This design comes from an exercise in tuning for small area, a short achievable clock period and few clock cycles on the open sky130 flow, not from production work.
Where RTL was checked, it was by simulation tests only, not by an equivalence proof against the original.

==> lagoon: inputs <==
Design Riscv_core, start of the top module:
module Riscv_core
    (
        input                   clk,
        input                   rst_n,
        output  [13:0]          rom_addr,    
        input   [31:0]          inst,
        output  [31:0]          dmem_addr,   
        input   [31:0]          dmem_rdata,  
        output  [31:0]          dmem_wdata,  
        output  [3:0]           dmem_wmask   
    );
clock: 24.0 ns
lec_check: 0
abc_area: 1
cap_margin: 30
core_margin: 2
core_utilization: 48
cts_buf_list: sky130_fd_sc_hd__clkbuf_8
cts_cluster_size: 24
place_density: 0.64
slew_margin: 20
setup_slack_margin: 17
buffer_ports_args: -buffer_cell sky130_fd_sc_hd__buf_4
standard.sh (not shown) runs the stock make flow with config.mk's settings and CLKGATE_MAP_FILE= SYNTH_SCRIPT=/design/flow/synth_recipe.tcl, a recipe that flattens the netlist after the stock synthesis.
==> flow/flow/run.sh <==
#!/bin/bash
# Standard layout, with the timing repair aiming for a setup margin and
# ordinary buffers (not delay cells) on the ports.
cp standard.sh standard_sh.txt
cp config.mk config_mk_my.txt
echo "export SETUP_SLACK_MARGIN = 17" >> config.mk
echo "export BUFFER_PORTS_ARGS = -buffer_cell sky130_fd_sc_hd__buf_4" >> config.mk
bash standard.sh > standard.log 2>&1
==> inputs of willow, as changes to lagoon <==
--- a/flow/design.v
+++ b/flow/design.v
@@ -10,32 +10,30 @@
         output  [31:0]          dmem_wdata,  
         output  [3:0]           dmem_wmask   
     );
     integer     k;
     reg  [31:2] pc_f;
     reg         d_valid;
     reg  [31:0] d_ir;
     reg  [31:2] d_pc;
-    reg  [31:2] e_pc;
+    reg  [31:2] e_pc, e_tgt;
     reg         e_pred;      
     reg         e_next;      
-    reg         e_skip;      
     reg  [31:0] e_a, e_b, e_imm;
     reg  [4:0]  e_rd;
     reg  [2:0]  e_f3;
     reg         e_alt;       
     reg         e_use_b;     
     reg         e_wen, e_aluop, e_load, e_store, e_branch, e_jal, e_jalr;
     reg         e_lui, e_auipc, e_mul, e_div;
     reg  [31:0] m_val, m_wdata;
     reg  [4:0]  m_rd;
     reg  [2:0]  m_f3;
-    reg         m_wen, m_load, m_neg;
-    reg  [3:0]  m_wmask;
+    reg         m_wen, m_load, m_store, m_neg;
     reg  [31:0] rf [1:31];
     wire [31:0] op2   = e_use_b ? e_b : e_imm;
     wire        sub   = e_branch | (e_aluop & ((e_use_b & e_alt & (e_f3 == 3'b000)) |
                                                (e_f3 == 3'b010) | (e_f3 == 3'b011)));
     wire [32:0] sum   = {1'b0, e_a} + {1'b0, op2 ^ {32{sub}}} + {32'd0, sub};
     wire        ltu   = ~sum[32];
     wire        lts   = (e_a[31] != op2[31]) ? e_a[31] : sum[31];
     wire        eq    = (e_a == e_b);
@@ -60,22 +58,19 @@
             3'b011: alu_out = {31'd0, ltu};
             3'b100: alu_out = e_a ^ op2;
             3'b101: alu_out = sh_out;
             3'b110: alu_out = e_a | op2;
             default: alu_out = e_a & op2;
         endcase
     end
     wire [31:2] pc4    = e_pc + 30'd1;
-    wire [31:2] e_tgt  = e_pc + e_imm[31:2];
     wire        br_c   = e_f3[2] ? (e_f3[1] ? ltu : lts) : eq;
     wire        taken  = e_branch & (br_c ^ e_f3[0]);
-    wire        d_fp;
-    wire        kill   = taken & e_skip & ~d_fp;
-    wire        redirect = e_jalr | (e_branch & ~e_next & ~kill & (taken ^ e_pred));
+    wire        redirect = e_jalr | (e_branch & ~e_next & (taken ^ e_pred));
     wire [31:2] redirect_pc = e_jalr ? sum[31:2] : e_pred ? pc4 : e_tgt;
     reg  [31:0] e_res;
     always @(*) begin
         if (e_jal | e_jalr)  e_res = {pc4, 2'b00};
         else if (e_lui)      e_res = e_imm;
         else if (e_auipc)    e_res = {e_tgt, 2'b00};
         else if (e_aluop)    e_res = alu_out;
         else                 e_res = sum[31:0];       
@@ -83,19 +78,18 @@
     reg  [4:0]  md_cnt;
     wire        m_sa = (e_f3[1:0] == 2'b01) | (e_f3[1:0] == 2'b10);    
     wire        m_sb = (e_f3[1:0] == 2'b01);                            
     reg  [33:0] mh;            
     reg  [23:0] ml;            
     reg         mprev;         
     wire        m_last3 = (md_cnt[1:0] == 2'd3);
     wire        m_top  = m_last3 & ~m_sb & e_b[7];
-    reg         m_sw;
-    wire [41:0] m_as   = m_sw ? {{10{m_sb & e_b[31]}}, e_b} : {{10{m_sa & e_a[31]}}, e_a};
-    wire [8:0]  m_bits = m_sw ? {e_a[7:0], 1'b0} : {e_b[7:0], mprev};
+    wire [41:0] m_as   = {{10{m_sa & e_a[31]}}, e_a};
+    wire [8:0]  m_bits = {e_b[7:0], mprev};
     reg  [41:0] m_row [0:3];
     reg  [41:0] m_x;
     reg         m_one, m_two, m_ng;
     reg  [41:0] m_sel;
     always @(*) begin
         m_x = m_top ? {m_as[33:0], 8'd0} : 42'd0;
         for (k = 0; k < 4; k = k + 1) begin
             m_one = m_bits[2*k+1] ^ m_bits[2*k];
@@ -117,23 +111,21 @@
     wire [41:0] m_s3 = m_s1 ^ m_c1 ^ m_s2;
     wire [41:0] m_c3 = {(m_s1[40:0] & m_c1[40:0]) | (m_s1[40:0] & m_s2[40:0]) |
                         (m_c1[40:0] & m_s2[40:0]), 1'b0};
     wire [41:0] m_s4 = m_s3 ^ m_c3 ^ m_c2;
     wire [41:0] m_c4 = {(m_s3[40:0] & m_c3[40:0]) | (m_s3[40:0] & m_c2[40:0]) |
                         (m_c3[40:0] & m_c2[40:0]), 1'b0};
     wire [41:0] m_sum  = m_s4 + m_c4;
     wire        m_rest = (e_b[31:7] == 25'd0) | (m_sb & (e_b[31:7] == {25{1'b1}}));
-    wire        m_afit = (e_a[31:7] == 25'd0) | (m_sa & (e_a[31:7] == {25{1'b1}}));
-    wire        m_swap = e_mul & (md_cnt == 5'd0) & ~m_rest & m_afit;
-    wire        mul_end = m_last3 | m_rest | m_sw;
+    wire        mul_end = m_last3 | m_rest;
     wire [63:0] m_ext = {{22{m_sum[41]}}, m_sum};
     reg  [63:0] m_p;
     always @(*) begin
-        case (md_cnt[1:0] & {2{~m_sw}})
+        case (md_cnt[1:0])
             2'd0:    m_p = m_ext;
             2'd1:    m_p = {m_ext[55:0], ml[23:16]};
             2'd2:    m_p = {m_ext[47:0], ml[23:8]};
             default: m_p = {m_ext[39:0], ml};
         endcase
     end
     wire [31:0] mul_out = (e_f3[1:0] == 2'b00) ? m_p[31:0] : m_p[63:32];
     wire        d_signed = ~e_f3[0];
@@ -141,91 +133,82 @@
     wire        d_nb  = d_signed & e_b[31];
     wire        d_bz  = (e_b == 32'd0);
     wire [31:0] d_ca  = d_na ? ~e_a : e_a;
     wire [31:0] d_cb  = d_nb ? ~e_b : e_b;
     wire [5:0]  d_lza, d_lzb;
     Lzc32 u_lza (.v(d_ca), .lz(d_lza));
     Lzc32 u_lzb (.v(d_cb), .lz(d_lzb));
     wire [6:0]  d_nq  = {1'b0, d_lzb} - {1'b0, d_lza} + (d_na ? 7'd2 : 7'd1);
-    wire        d_b1  = (e_b == 32'd1) | (d_nb & (e_b == 32'hffffffff));
-    wire [4:0]  d_n   = (~d_nq[6] & (d_nq[5:0] > 6'd32)) ? 5'd16 :
+    wire [4:0]  d_n   = (d_bz | (~d_nq[6] & (d_nq[5:0] > 6'd32))) ? 5'd16 :
                         d_nq[6] ? 5'd0 : (d_nq[5:0] + 6'd1) >> 1;
     reg  [31:0] d_r, d_q;
     reg  [4:0]  d_left;
-    reg         d_zero, d_one;       
-    wire [63:0] d_rot = {d_q, d_q} >> {d_left[3:0], 1'b0};
+    wire [31:0] d_ua  = d_na ? -e_a : e_a;
+    wire [63:0] d_rot = {d_ua, d_ua} >> {d_n[3:0], 1'b0};
     reg  [31:0] d_r0, d_q0;
     always @(*) begin
         for (k = 0; k < 32; k = k + 1) begin
-            d_r0[k] = (k < 32 - 2 * d_left) ? d_rot[k] : 1'b0;
-            d_q0[k] = (k < 32 - 2 * d_left) ? 1'b0 : d_rot[k];
+            d_r0[k] = (k < 32 - 2 * d_n) ? d_rot[k] : 1'b0;
+            d_q0[k] = (k < 32 - 2 * d_n) ? 1'b0 : d_rot[k];
         end
     end
     wire [32:0] d_nd = d_nb ? {1'b1, e_b} : {1'b1, ~e_b};
     reg  [31:0] d_r1, d_q1;
     reg  [32:0] d_t, d_diff;
     always @(*) begin
         d_r1 = d_r;
         d_q1 = d_q;
         for (k = 0; k < 2; k = k + 1) begin
             d_t    = {d_r1, d_q1[31]};
             d_diff = d_t + d_nd + {32'd0, ~d_nb};
             d_q1   = {d_q1[30:0], ~d_diff[32]};
             d_r1   = d_diff[32] ? d_t[31:0] : d_diff[31:0];
         end
     end
-    wire        d_short = (d_left == 5'd0) | d_zero | d_one;
-    wire [31:0] d_sq    = d_zero ? 32'hffffffff : d_one ? d_q : 32'd0;
-    wire [31:0] d_sr    = d_one ? 32'd0 : d_q;
-    wire [31:0] div_out = d_c1 ? (e_f3[1] ? d_sr : d_sq) : (e_f3[1] ? d_r1 : d_q1);
+    wire        d_last  = (d_left == 5'd0);
+    wire [31:0] div_out = e_f3[1] ? (d_last ? d_r : d_r1) : (d_last ? d_q : d_q1);
     wire        div_neg = e_f3[1] ? d_na : ((d_na ^ d_nb) & ~d_bz);
     wire        d_c0 = (md_cnt == 5'd0);
-    wire        d_c1 = (md_cnt == 5'd1);
     wire        e_done = ~(e_mul | e_div) | (e_mul & mul_end) |
-                         (e_div & ~d_c0 & (d_c1 ? d_short : (d_left == 5'd1)));
+                         (e_div & ~d_c0 & (d_left <= 5'd1));
     always @(posedge clk or negedge rst_n) begin
         if (!rst_n)
             md_cnt <= 5'd0;
         else if (e_done)
             md_cnt <= 5'd0;
         else
             md_cnt <= md_cnt + 5'd1;
     end
     wire        m_go = e_mul & ~e_done;
     always @(posedge clk) begin
-        mh    <= (m_go & ~m_swap) ? m_sum[41:8] : 34'd0;
-        m_sw  <= m_swap;
+        mh    <= m_go ? m_sum[41:8] : 34'd0;
         ml    <= {m_sum[7:0], ml[23:8]};
         mprev <= m_go & e_b[7];
         if (d_c0) begin
-            d_q    <= d_na ? -e_a : e_a;
-            d_left <= d_n;
-            d_zero <= d_bz;
-            d_one  <= d_b1;
-        end else if (d_c1) begin
             d_r    <= d_r0;
             d_q    <= d_q0;
+            d_left <= d_n;
         end else begin
             d_r    <= d_r1;
             d_q    <= d_q1;
             d_left <= d_left - 5'd1;
         end
     end
     assign dmem_addr  = m_val;
     assign dmem_wdata = m_wdata;
-    assign dmem_wmask = m_wmask;
     reg  [3:0]  wmask;
     always @(*) begin
-        case (e_f3[1:0])
-            2'b00:   wmask = 4'b0001 << sum[1:0];
-            2'b01:   wmask = sum[1] ? 4'b1100 : 4'b0011;
+        case (m_f3[1:0])
+            2'b00:   wmask = 4'b0001 << m_val[1:0];
+            2'b01:   wmask = m_val[1] ? 4'b1100 : 4'b0011;
             default: wmask = 4'b1111;
         endcase
     end
+    assign dmem_wmask = m_store ? wmask : 4'b0000;
     reg  [7:0]  ld_b;
     reg  [15:0] ld_h;
     reg  [31:0] ld_data;
     always @(*) begin
         case (m_val[1:0])
             2'b00: ld_b = dmem_rdata[7:0];
             2'b01: ld_b = dmem_rdata[15:8];
             2'b10: ld_b = dmem_rdata[23:16];
@@ -242,21 +225,21 @@
     always @(posedge clk) begin
         if (m_wen)
             rf[m_rd] <= wb;
     end
     always @(posedge clk or negedge rst_n) begin
         if (!rst_n) begin
             m_wen   <= 1'b0;
             m_load  <= 1'b0;
-            m_wmask <= 4'b0000;
+            m_store <= 1'b0;
         end else begin
             m_wen   <= e_done & e_wen;
             m_load  <= e_done & e_load;
-            m_wmask <= (e_done & e_store) ? wmask : 4'b0000;
+            m_store <= e_done & e_store;
         end
     end
     always @(posedge clk) begin
         m_val   <= e_mul ? mul_out : e_div ? div_out : e_res;
         m_neg   <= e_div & div_neg;
         m_rd    <= e_rd;
         m_f3    <= e_f3;
         case (e_f3[1:0])
@@ -290,17 +273,17 @@
         else if (d_lui | d_auipc)
             d_imm = {d_ir[31:12], 12'd0};
         else
             d_imm = {{20{d_ir[31]}}, d_ir[31:20]};
     end
     wire        use1 = ~(d_lui | d_auipc | d_jal);
     wire        use2 = d_r_type | d_st | d_br;
     wire        e_late = e_load | e_mul | e_div;
-    wire        hazard = d_valid & ~kill & e_wen & e_late &
+    wire        hazard = d_valid & e_wen & e_late &
                          ((use1 & (rs1 == e_rd)) | (use2 & (rs2 == e_rd)));
     reg  [31:0] rf1, rf2;
     always @(*) begin
         rf1 = 32'd0;
         rf2 = 32'd0;
         for (k = 1; k < 32; k = k + 1) begin
             rf1 = rf1 | ({32{rs1 == k}} & rf[k]);
             rf2 = rf2 | ({32{rs2 == k}} & rf[k]);
@@ -308,25 +291,26 @@
     end
     wire        fe1 = e_wen & (e_rd == rs1);
     wire        fe2 = e_wen & (e_rd == rs2);
     wire        fm1 = m_wen & (m_rd == rs1);
     wire        fm2 = m_wen & (m_rd == rs2);
     wire [31:0] rv1 = (rs1 == 5'd0) ? 32'd0 : fe1 ? e_res : fm1 ? wb : rf1;
     wire [31:0] rv2 = (rs2 == 5'd0) ? 32'd0 : fe2 ? e_res : fm2 ? wb : rf2;
     wire        go   = e_done & ~redirect & ~hazard;    
-    wire        take = go & d_valid & ~kill;
+    wire        take = go & d_valid;
+    wire [31:2] d_tgt  = d_pc + d_imm[31:2];
     wire        d_next = (d_imm == 32'd4);
     wire        d_pred = d_br & d_imm[31];
-    assign      d_fp   = d_valid & (d_jal | d_pred);
     assign rom_addr = pc_f[15:2];
     wire        f_jal  = (inst[6:0] == 7'b1101111);
     wire        f_bb   = (inst[6:0] == 7'b1100011) & inst[31];
-    wire [31:2] f_tj   = pc_f + {{12{inst[31]}}, inst[19:12], inst[20], inst[30:22]};
-    wire [31:2] f_tb   = pc_f + {{20{inst[31]}}, inst[7], inst[30:25], inst[11:9]};
+    wire [31:2] f_imm  = f_jal ? {{12{inst[31]}}, inst[19:12], inst[20], inst[30:22]} :
+                                 {{20{inst[31]}}, inst[7], inst[30:25], inst[11:9]};
+    wire [31:2] f_tgt  = pc_f + f_imm;
     always @(posedge clk or negedge rst_n) begin
         if (!rst_n) begin
             pc_f     <= 30'd0;
             d_valid  <= 1'b0;
             e_wen    <= 1'b0;
             e_aluop  <= 1'b0;
             e_load   <= 1'b0;
             e_store  <= 1'b0;
@@ -337,17 +321,17 @@
             e_auipc  <= 1'b0;
             e_mul    <= 1'b0;
             e_div    <= 1'b0;
         end else if (e_done) begin
             if (redirect) begin
                 pc_f    <= redirect_pc;
                 d_valid <= 1'b0;
             end else if (~hazard) begin
-                pc_f    <= f_jal ? f_tj : f_bb ? f_tb : pc_f + 30'd1;
+                pc_f    <= (f_jal | f_bb) ? f_tgt : pc_f + 30'd1;
                 d_valid <= 1'b1;
             end
             e_wen    <= take & (rd != 5'd0) &
                         (d_r_type | d_i_alu | d_ld | d_jal | d_jalr | d_lui | d_auipc);
             e_aluop  <= take & ((d_r_type & ~d_ir[25]) | d_i_alu);
             e_load   <= take & d_ld;
             e_store  <= take & d_st;
             e_branch <= take & d_br;
@@ -360,28 +344,28 @@
         end
     end
     always @(posedge clk) begin
         if (go) begin
             d_ir <= inst;
             d_pc <= pc_f;
         end
         e_pc    <= d_pc;
+        e_tgt   <= d_tgt;
         e_pred  <= d_pred;
         e_next  <= d_next;
-        e_skip  <= (d_imm == 32'd8);
         e_imm   <= d_imm;
         e_alt   <= d_ir[30];
         e_use_b <= d_r_type | d_br;
         if (e_done) begin
             e_a     <= rv1;
             e_b     <= rv2;
             e_rd    <= rd;
             e_f3    <= d_ir[14:12];
-        end else if (e_mul & ~m_swap) begin
+        end else if (e_mul) begin
             e_b     <= {{8{m_sb & e_b[31]}}, e_b[31:8]};
         end
     end
 endmodule
 module Lzc32
     (
         input  [31:0] v,
         output [5:0]  lz
==> flow/config.mk (replaced) <==
export PLATFORM = sky130hd
export DESIGN_NAME = Riscv_core
export DESIGN_NICKNAME = Riscv_core
export VERILOG_FILES = /design/flow/design.v
export SDC_FILE = /design/flow/constraint.sdc
export NUM_CORES = 8
export LEC_CHECK = 0
export ABC_AREA = 1
export CAP_MARGIN = 30
export CORE_MARGIN = 2
export CORE_UTILIZATION = 45
export PLACE_DENSITY = 0.6
export SLEW_MARGIN = 20
export SETUP_SLACK_MARGIN = 17
export BUFFER_PORTS_ARGS = -buffer_cell sky130_fd_sc_hd__buf_4
==> inputs of amber, as changes to lagoon <==
--- a/flow/design.v
+++ b/flow/design.v
@@ -83,19 +83,18 @@
     reg  [4:0]  md_cnt;
     wire        m_sa = (e_f3[1:0] == 2'b01) | (e_f3[1:0] == 2'b10);    
     wire        m_sb = (e_f3[1:0] == 2'b01);                            
     reg  [33:0] mh;            
     reg  [23:0] ml;            
     reg         mprev;         
     wire        m_last3 = (md_cnt[1:0] == 2'd3);
     wire        m_top  = m_last3 & ~m_sb & e_b[7];
-    reg         m_sw;
-    wire [41:0] m_as   = m_sw ? {{10{m_sb & e_b[31]}}, e_b} : {{10{m_sa & e_a[31]}}, e_a};
-    wire [8:0]  m_bits = m_sw ? {e_a[7:0], 1'b0} : {e_b[7:0], mprev};
+    wire [41:0] m_as   = {{10{m_sa & e_a[31]}}, e_a};
+    wire [8:0]  m_bits = {e_b[7:0], mprev};
     reg  [41:0] m_row [0:3];
     reg  [41:0] m_x;
     reg         m_one, m_two, m_ng;
     reg  [41:0] m_sel;
     always @(*) begin
         m_x = m_top ? {m_as[33:0], 8'd0} : 42'd0;
         for (k = 0; k < 4; k = k + 1) begin
             m_one = m_bits[2*k+1] ^ m_bits[2*k];
@@ -117,23 +116,21 @@
     wire [41:0] m_s3 = m_s1 ^ m_c1 ^ m_s2;
     wire [41:0] m_c3 = {(m_s1[40:0] & m_c1[40:0]) | (m_s1[40:0] & m_s2[40:0]) |
                         (m_c1[40:0] & m_s2[40:0]), 1'b0};
     wire [41:0] m_s4 = m_s3 ^ m_c3 ^ m_c2;
     wire [41:0] m_c4 = {(m_s3[40:0] & m_c3[40:0]) | (m_s3[40:0] & m_c2[40:0]) |
                         (m_c3[40:0] & m_c2[40:0]), 1'b0};
     wire [41:0] m_sum  = m_s4 + m_c4;
     wire        m_rest = (e_b[31:7] == 25'd0) | (m_sb & (e_b[31:7] == {25{1'b1}}));
-    wire        m_afit = (e_a[31:7] == 25'd0) | (m_sa & (e_a[31:7] == {25{1'b1}}));
-    wire        m_swap = e_mul & (md_cnt == 5'd0) & ~m_rest & m_afit;
-    wire        mul_end = m_last3 | m_rest | m_sw;
+    wire        mul_end = m_last3 | m_rest;
     wire [63:0] m_ext = {{22{m_sum[41]}}, m_sum};
     reg  [63:0] m_p;
     always @(*) begin
-        case (md_cnt[1:0] & {2{~m_sw}})
+        case (md_cnt[1:0])
             2'd0:    m_p = m_ext;
             2'd1:    m_p = {m_ext[55:0], ml[23:16]};
             2'd2:    m_p = {m_ext[47:0], ml[23:8]};
             default: m_p = {m_ext[39:0], ml};
         endcase
     end
     wire [31:0] mul_out = (e_f3[1:0] == 2'b00) ? m_p[31:0] : m_p[63:32];
     wire        d_signed = ~e_f3[0];
@@ -142,21 +139,22 @@
     wire        d_bz  = (e_b == 32'd0);
     wire [31:0] d_ca  = d_na ? ~e_a : e_a;
     wire [31:0] d_cb  = d_nb ? ~e_b : e_b;
     wire [5:0]  d_lza, d_lzb;
     Lzc32 u_lza (.v(d_ca), .lz(d_lza));
     Lzc32 u_lzb (.v(d_cb), .lz(d_lzb));
     wire [6:0]  d_nq  = {1'b0, d_lzb} - {1'b0, d_lza} + (d_na ? 7'd2 : 7'd1);
     wire        d_b1  = (e_b == 32'd1) | (d_nb & (e_b == 32'hffffffff));
-    wire [4:0]  d_n   = (~d_nq[6] & (d_nq[5:0] > 6'd32)) ? 5'd16 :
+    wire [4:0]  d_n   = d_bz ? 5'd0 :
+                        (d_b1 | (~d_nq[6] & (d_nq[5:0] > 6'd32))) ? 5'd16 :
                         d_nq[6] ? 5'd0 : (d_nq[5:0] + 6'd1) >> 1;
     reg  [31:0] d_r, d_q;
     reg  [4:0]  d_left;
-    reg         d_zero, d_one;       
+    reg         d_fast, d_zero;      
     wire [63:0] d_rot = {d_q, d_q} >> {d_left[3:0], 1'b0};
     reg  [31:0] d_r0, d_q0;
     always @(*) begin
         for (k = 0; k < 32; k = k + 1) begin
             d_r0[k] = (k < 32 - 2 * d_left) ? d_rot[k] : 1'b0;
             d_q0[k] = (k < 32 - 2 * d_left) ? 1'b0 : d_rot[k];
         end
     end
@@ -168,47 +166,46 @@
         d_q1 = d_q;
         for (k = 0; k < 2; k = k + 1) begin
             d_t    = {d_r1, d_q1[31]};
             d_diff = d_t + d_nd + {32'd0, ~d_nb};
             d_q1   = {d_q1[30:0], ~d_diff[32]};
             d_r1   = d_diff[32] ? d_t[31:0] : d_diff[31:0];
         end
     end
-    wire        d_short = (d_left == 5'd0) | d_zero | d_one;
-    wire [31:0] d_sq    = d_zero ? 32'hffffffff : d_one ? d_q : 32'd0;
-    wire [31:0] d_sr    = d_one ? 32'd0 : d_q;
-    wire [31:0] div_out = d_c1 ? (e_f3[1] ? d_sr : d_sq) : (e_f3[1] ? d_r1 : d_q1);
+    wire        d_last  = (d_left == 5'd0);
+    wire [31:0] div_out = e_f3[1] ? (d_last ? d_r : d_r1) : (d_last ? d_q : d_q1);
     wire        div_neg = e_f3[1] ? d_na : ((d_na ^ d_nb) & ~d_bz);
     wire        d_c0 = (md_cnt == 5'd0);
     wire        d_c1 = (md_cnt == 5'd1);
     wire        e_done = ~(e_mul | e_div) | (e_mul & mul_end) |
-                         (e_div & ~d_c0 & (d_c1 ? d_short : (d_left == 5'd1)));
+                         (e_div & ~d_c0 & ~d_c1 & (d_left <= 5'd1));
     always @(posedge clk or negedge rst_n) begin
         if (!rst_n)
             md_cnt <= 5'd0;
         else if (e_done)
             md_cnt <= 5'd0;
         else
             md_cnt <= md_cnt + 5'd1;
     end
     wire        m_go = e_mul & ~e_done;
     always @(posedge clk) begin
-        mh    <= (m_go & ~m_swap) ? m_sum[41:8] : 34'd0;
-        m_sw  <= m_swap;
+        mh    <= m_go ? m_sum[41:8] : 34'd0;
         ml    <= {m_sum[7:0], ml[23:8]};
         mprev <= m_go & e_b[7];
         if (d_c0) begin
             d_q    <= d_na ? -e_a : e_a;
             d_left <= d_n;
+            d_fast <= d_bz | d_b1;
             d_zero <= d_bz;
-            d_one  <= d_b1;
         end else if (d_c1) begin
             d_r    <= d_r0;
-            d_q    <= d_q0;
+            d_q    <= d_q0 | {32{d_zero}};
+            if (d_fast)
+                d_left <= 5'd0;
         end else begin
             d_r    <= d_r1;
             d_q    <= d_q1;
             d_left <= d_left - 5'd1;
         end
     end
     assign dmem_addr  = m_val;
     assign dmem_wdata = m_wdata;
@@ -371,17 +368,17 @@
         e_imm   <= d_imm;
         e_alt   <= d_ir[30];
         e_use_b <= d_r_type | d_br;
         if (e_done) begin
             e_a     <= rv1;
             e_b     <= rv2;
             e_rd    <= rd;
             e_f3    <= d_ir[14:12];
-        end else if (e_mul & ~m_swap) begin
+        end else if (e_mul) begin
             e_b     <= {{8{m_sb & e_b[31]}}, e_b[31:8]};
         end
     end
 endmodule
 module Lzc32
     (
         input  [31:0] v,
         output [5:0]  lz
==> flow/flow/run.sh (replaced) <==
#!/bin/bash
# Standard layout, with the timing repair aiming for a setup margin and
# ordinary buffers (not delay cells) on the ports.
cp standard.sh standard_sh.txt
cp config.mk config_mk_my.txt
echo "export SETUP_SLACK_MARGIN = 17.3" >> config.mk
echo "export BUFFER_PORTS_ARGS = -buffer_cell sky130_fd_sc_hd__buf_4" >> config.mk
bash standard.sh > standard.log 2>&1
==> flow/config.mk (replaced) <==
export PLATFORM = sky130hd
export DESIGN_NAME = Riscv_core
export DESIGN_NICKNAME = Riscv_core
export VERILOG_FILES = /design/flow/design.v
export SDC_FILE = /design/flow/constraint.sdc
export NUM_CORES = 8
export LEC_CHECK = 0
export ABC_AREA = 1
export CAP_MARGIN = 30
export CORE_MARGIN = 2
export CORE_UTILIZATION = 40
export CTS_BUF_LIST = sky130_fd_sc_hd__clkbuf_8
export CTS_CLUSTER_SIZE = 24
export PLACE_DENSITY = 0.55
export SLEW_MARGIN = 20
export SETUP_SLACK_MARGIN = 17.3
export BUFFER_PORTS_ARGS = -buffer_cell sky130_fd_sc_hd__buf_4
==> qor summary <==
Result of the run: amber finished with violations; lagoon complete, no violations; willow complete, no violations
Layout check failures: amber max-capacitance violations, max-slew violations; lagoon -; willow -
H-tree levels: amber 5; lagoon 5; willow 4
Horizontal extent of the die: amber 486.5 µm; lagoon 445.0 µm; willow 461.6 µm
Area taken by multi-input logic gates: amber 47140 µm²; lagoon 46780 µm²; willow 48140 µm²
Core region area: amber 232100 µm²; lagoon 192800 µm²; willow 207700 µm²
Layout Utilization: amber 46.41%; lagoon 55.31%; willow 52.36%
Register-to-register path setup slack: amber 17.44 ns; lagoon 17.06 ns; willow 16.96 ns
Number of design-rule violations left by the first detailed-router iteration: amber 14580; lagoon 16840; willow 15650
Time the final worst path needs with I/O delays and setup: amber 6.983 ns; lagoon 7.116 ns; willow 7.061 ns
Sequential share of cell area: amber 38.01%; lagoon 38.42%; willow 37.72%
Fraction of layout cells with a size suffix above 1: amber 13.16%; lagoon 12.29%; willow 11.67%
First-pass GRT wire length: amber 679800 µm; lagoon 668400 µm; willow 684600 µm
# clk buffers: amber 307; lagoon 298; willow 209
Async set-or-reset flop fraction in the synthesized netlist: amber 3.658%; lagoon 3.655%; willow 3.394%
Per-instance average area after synthesis: amber 8.405 µm²; lagoon 8.403 µm²; willow 8.252 µm²
Number of buffers on the longest clock path: amber 4; lagoon 4; willow 3
Cell Area, Synth: amber 93110 µm²; lagoon 93330 µm²; willow 94230 µm²
Number of vias per cell: amber 6.302; lagoon 6.666; willow 6.507
Number of optimization iterations in the first detailed-route pass: amber 7; lagoon 10; willow 7
DRT met1 WL: amber 186000 µm; lagoon 168900 µm; willow 183100 µm
Smallest hold slack: amber 0.3323 ns; lagoon 0.3323 ns; willow 0.3684 ns
Synth top area share: amber 37.57%; lagoon 37.48%; willow 35.88%
R2r worst-path depth: amber 33; lagoon 35; willow 43
Testbench counts of lagoon, summed over its fixed seeds: cycles 33,706.
Testbench counts of amber, summed over its fixed seeds: cycles 34,435.
Only the layout flow was run in willow; the RTL was not checked for function there.

[re-timing with driven ports]
The results above use ideal ports. As a check the final layouts listed here were re-extracted and re-timed, cells and wires unchanged. Step 1 assumes that a clkbuf_16 drives the clock port and a buf_2 every other input. Step 2, shift: input delay + t, output delay - t, t = (earliest + latest rising clock arrival at the registers) / 2. This alone moves slack from input paths to output paths. Slacks: no drivers / after step 1 / after step 2; pairs: no drivers / after step 1.
| run | shift t [ns] | setup WS [ns] | worst data-port slew with drivers (ns) |
|---|---|---|---|
| lagoon | 1.129 | 16.884 / 16.930 / 15.801 | 0.07 |
| willow | 0.911 | 16.939 / 16.959 / 16.068 | 0.06 |
| amber | 1.111 | 17.017 / 17.060 / 15.948 | 0.07 |
The setup slack of lagoon, which loses most, moves by +0.046 ns with the drivers and by -1.083 ns with both steps.
